Source: an optimization exercise on an open RTL-to-GDS flow (aim: small area). Production flows keep margins and buffers that such runs may drop.
Only simulation tests tie the RTL to the original design; equivalence was not proved.
Power figures rest on the tool's default switching activity, not on a simulated workload.

==> flow/design.v (excerpt) <==
module Alarm_Clock_EE271 (
	clk,
	pushBtn,
	switches,
	led,
	buzzer,
	ps,
	seg0, seg1,
	seg2, seg3,
	seg4, seg5,
	segDecimalPoint
);
Settings: LEC_CHECK=0, CAP_MARGIN=20, CORE_MARGIN=2, CORE_UTILIZATION=40, PLACE_DENSITY=0.6, SLEW_MARGIN=20; clock period 10.0 ns.
standard.sh (not shown) runs the stock make flow with config.mk's settings and CLKGATE_MAP_FILE= SYNTH_SCRIPT=/design/flow/synth_recipe.tcl, a recipe that flattens the netlist after the stock synthesis.
==> flow/flow/run.sh <==
#!/bin/bash
# Own layout flow: the standard layout (standard.sh, all steps), with these
# changes that only affect how the combinational logic and buffers are built:
#  - synthesis maps logic with an area-oriented ABC script (flow/synth_area.tcl
#    wraps synth_recipe.tcl and only swaps the ABC script) and without the
#    half/full-adder extraction (ADDER_MAP_FILE empty);
#  - port buffers are buf_1 cells (BUFFER_PORTS_ARGS);
#  - clock tree of clkbuf_8 cells without dummy loads (CTS_ARGS).
# Registers, their names and cell types are those of the standard synthesis.
set -euo pipefail
work=$(pwd)

export MY_WORK="$work"
bash standard.sh \
  SYNTH_SCRIPT="$work/flow/synth_area.tcl" \
  ADDER_MAP_FILE= \
  "BUFFER_PORTS_ARGS=-buffer_cell sky130_fd_sc_hd__buf_1" \
  "CTS_ARGS=-sink_clustering_enable -repair_clock_nets -buf_list sky130_fd_sc_hd__clkbuf_8 -dont_use_dummy_load" \
  finish > "$work/flow_standard.log" 2>&1
Other scripts of this flow, unchanged in this note and not shown: flow/flow/abc_area1.script, flow/flow/abc_area10.script, flow/flow/abc_area2.script, flow/flow/abc_area3.script, flow/flow/abc_area4.script, flow/flow/abc_area5.script, flow/flow/abc_area6.script, flow/flow/abc_area7.script, flow/flow/abc_area8.script, flow/flow/abc_area9.script, flow/flow/synth_area.tcl
Edit:
--- a/flow/design.v
+++ b/flow/design.v
@@ -31,23 +31,26 @@
 reg       switch_old;
 reg [7:0] count;        
 reg [4:0] hr;
 reg [4:0] mn_t;  reg [3:0] mn_u;
 reg [2:0] sc_t;  reg [3:0] sc_u;
 reg [4:0] ah;
 reg [4:0] am;
 reg [4:0] th;
 reg [4:0] tm;
 reg [2:0] ts_t;  reg [3:0] ts_u;
 reg [4:0] sw_t;  reg [3:0] sw_u;
-reg alarmflag, timerFlag, ledFlag;
+reg ledFlag;
+localparam [4:0] OFF = 5'b1_1010;
+wire ah_off = ah[4] & ah[3] & ah[1];
+wire th_off = th[4] & th[3] & th[1];
 function [5:0] c24_digits;
 	input [4:0] c;
 	reg hi;
 	begin
 		hi = c[3] & (c[2] | c[1]);
 		c24_digits = {hi, c[4], hi ? {2'b00, c[2], c[0]} : c[3:0]};
 	end
 endfunction
 reg [4:0] dh;               
 reg [4:0] dmc;              
 reg [2:0] ds_t; reg [3:0] ds_u;
@@ -103,42 +106,38 @@
 	else inc256 = {t, u_inc(u)};
 endfunction
 wire [4:0] hr_inc = c24_inc(hr);
 wire [8:0] mn_inc = inc256(mn_t, mn_u);
 wire [8:0] sw_inc = inc256(sw_t, sw_u);
 wire [3:0] sc_u_inc = u_inc(sc_u);
 wire [3:0] ts_u_dec = u_dec(ts_u);
 wire sc_u9 = sc_u[3] & sc_u[0];
 wire sc_59 = sc_t[2] & sc_t[0] & sc_u9;
 wire mn_59 = (mn_t == 5'd5) && mn_u[3] && mn_u[0];
 wire mn_23 = (mn_t == 5'd2) && (mn_u[2:0] == 3'd3);
-wire [4:0] dh_inc = c24_inc(dh);
+wire [4:0] dh_inc = (dh[4] & dh[3] & dh[1]) ? 5'd1 : c24_inc(dh);    
 wire [4:0] dm_inc = c24_inc(dmc);
-wire dh_23 = dh[3] & dh[2] & dh[0];
-wire dm_23 = dmc[3] & dmc[2] & dmc[0];
 wire ts_0  = (ts_t == 3'd0) && (ts_u == 4'd0);
 wire tm_0  = (tm == 5'd0);
 always @(posedge clk) begin
 	switch_old <= pushBtn[0];
 	if (rst) begin
 		hr <= 0;
 		{mn_t, mn_u} <= 0;
 		{sc_t, sc_u} <= 0;
-		ah <= 0;
+		ah <= OFF;
 		am <= 0;
-		th <= 0;
+		th <= OFF;
 		tm <= 0;
 		{ts_t, ts_u} <= {3'd0, 4'd2};
 		{sw_t, sw_u} <= 0;
-		alarmflag <= 0;
-		timerFlag <= 0;
 		count <= 0;
 		buzzer <= 0;
 	end else begin
 		if (!setm) begin
 			count <= c200 ? 8'd1 : count + 8'd1;
 			if (tick) begin
 				if (sc_59) begin
 					{sc_t, sc_u} <= 0;
 					if (mn_59) begin
 						{mn_t, mn_u} <= 0;
 						hr <= hr_inc;
@@ -168,37 +167,35 @@
 						buzzer <= 1;
 				end else
 					buzzer <= 0;
 			end
 		end else if (press) begin
 			case (currentState)
 			2'd0: begin
 				if (selH) hr <= hr_inc;
 				else if (selM) {mn_t, mn_u} <= mn_23 ? 9'd0 : mn_inc;
 			end
 			2'd1: begin
-				if (selH) begin
+				if (selH)
 					ah <= dh_inc;
-					if (!dh_23) alarmflag <= 1;
-				end else if (selM) begin
+				else if (selM) begin
 					am <= dm_inc;
-					if (!dm_23) alarmflag <= 1;
+					if (ah_off) ah <= 5'd0;
 				end
 			end
 			2'd2: begin
-				if (selH) begin
+				if (selH)
 					th <= dh_inc;
-					if (!dh_23) timerFlag <= 1;
-				end else if (selM) begin
+				else if (selM) begin
 					tm <= dm_inc;
-					if (!dm_23) timerFlag <= 1;
+					if (th_off) th <= 5'd0;
 				end
 			end
 			default: ;
 			endcase
 		end
 	end
 end
 wire dcnt_hit = dcnt[3];
 wire dcnt_run = button_state ? pushBtn[0] : ~pushBtn[0];
 always @(posedge clk) begin
 	if (rst) begin
@@ -208,24 +205,24 @@
 	end else if (dcnt_hit) begin
 		dcnt <= {3'd0, ~button_state & pushBtn[0]};
 		button_state <= ~button_state;
 		if (!button_state && !setm)
 			currentState <= currentState + 2'd1;
 	end else begin
 		dcnt <= dcnt_run ? dcnt + 4'd1 : 4'd0;
 	end
 end
 wire [5:0] am_d = c24_digits(am);
 always @(posedge clk)
-	ledFlag <= (hr == ah) && ({mn_t, mn_u} == {3'd0, am_d}) && alarmflag ||
-	           tm_0 && ts_0 && timerFlag;
+	ledFlag <= (hr == ah) && ({mn_t, mn_u} == {3'd0, am_d}) ||
+	           tm_0 && ts_0 && !th_off;
 assign led = {10{ledFlag}};
 assign ps[1:0] = currentState;
 assign ps[3] = (currentState == 2'd3) ? switches[0] : (setm & switches[0]);
 assign ps[2] = (currentState == 2'd3) ? (switches[0] & switches[1]) : (setm & switches[1]);
 function [6:0] digit;
 	input [3:0] d;
 	case (d)
 	4'd0: digit = 7'b100_0000;
 	4'd1: digit = 7'b111_1001;
 	4'd2: digit = 7'b010_0100;
 	4'd3: digit = 7'b011_0000;
@@ -243,18 +240,26 @@
 	case (d)
 	3'd0: tens = 7'b100_0000;
 	3'd1: tens = 7'b111_1001;
 	3'd2: tens = 7'b010_0100;
 	3'd3: tens = 7'b011_0000;
 	3'd4: tens = 7'b001_1001;
 	3'd5: tens = 7'b001_0010;
 	3'd6: tens = 7'b000_0010;
 	default: tens = 7'b111_1111;
 	endcase
 endfunction
-assign seg5 = {1'b1, tens({1'b0, dh_t})};
+function [6:0] htens;
+	input [1:0] d;
+	case (d)
+	2'd1: htens = 7'b111_1001;
+	2'd2: htens = 7'b010_0100;
+	default: htens = 7'b100_0000;
+	endcase
+endfunction
+assign seg5 = {1'b1, htens(dh_t)};
 assign seg4 = digit(dh_u);
 assign seg3 = {1'b1, tens(dm_t | {3{dm_blank}})};
 assign seg2 = {1'b1, digit(dm_u | {4{dm_blank}})};
 assign seg1 = {1'b1, tens(ds_t | {3{ds_blank}})};
 assign seg0 = {1'b1, digit(ds_u | {4{ds_blank}})};
 endmodule
=> Non-clock buffer count is unchanged; utilization came out lower by 0.13 points; routed wire length came out lower slightly; via count hardly moves; final area came out lower slightly; power came out lower slightly; first-iteration DRC count came out lower by about a fifth; synthesized cell count came out lower slightly; worst setup slack improved by 0.13 ns; critical path depth came out higher by 1; global-route usage came out lower by 0.45 points; cell count came out lower slightly.

[separate check: timing with driven ports]
The flow's constraints put no driver on any port. The routed layouts listed below were extracted and timed again, unchanged, in two steps. Step 1: set_driving_cell puts a clkbuf_16 on clk and a buf_2 on each other input, an assumption about the parent block. Step 2, shift: input delay + t, output delay - t, t = (earliest + latest rising clock arrival at the registers) / 2. This alone moves slack from input paths to output paths. a / b / c = ideal / step 1 / step 2; a / b = the first two.
| run | t, ns | setup slack, ns | worst setup path after step 2 | worst data-port slew with drivers (ns) |
|---|---|---|---|---|
| the first run | 0.379 | 4.470 / 4.442 / 4.412 | input to register | 0.03 |
| the second run | 0.370 | 4.599 / 4.567 / 4.481 | input to register | 0.04 |
After both steps every run listed still meets setup and hold. The setup slack of the second run, which loses most, moves by -0.032 ns with the drivers and by -0.118 ns with both steps.
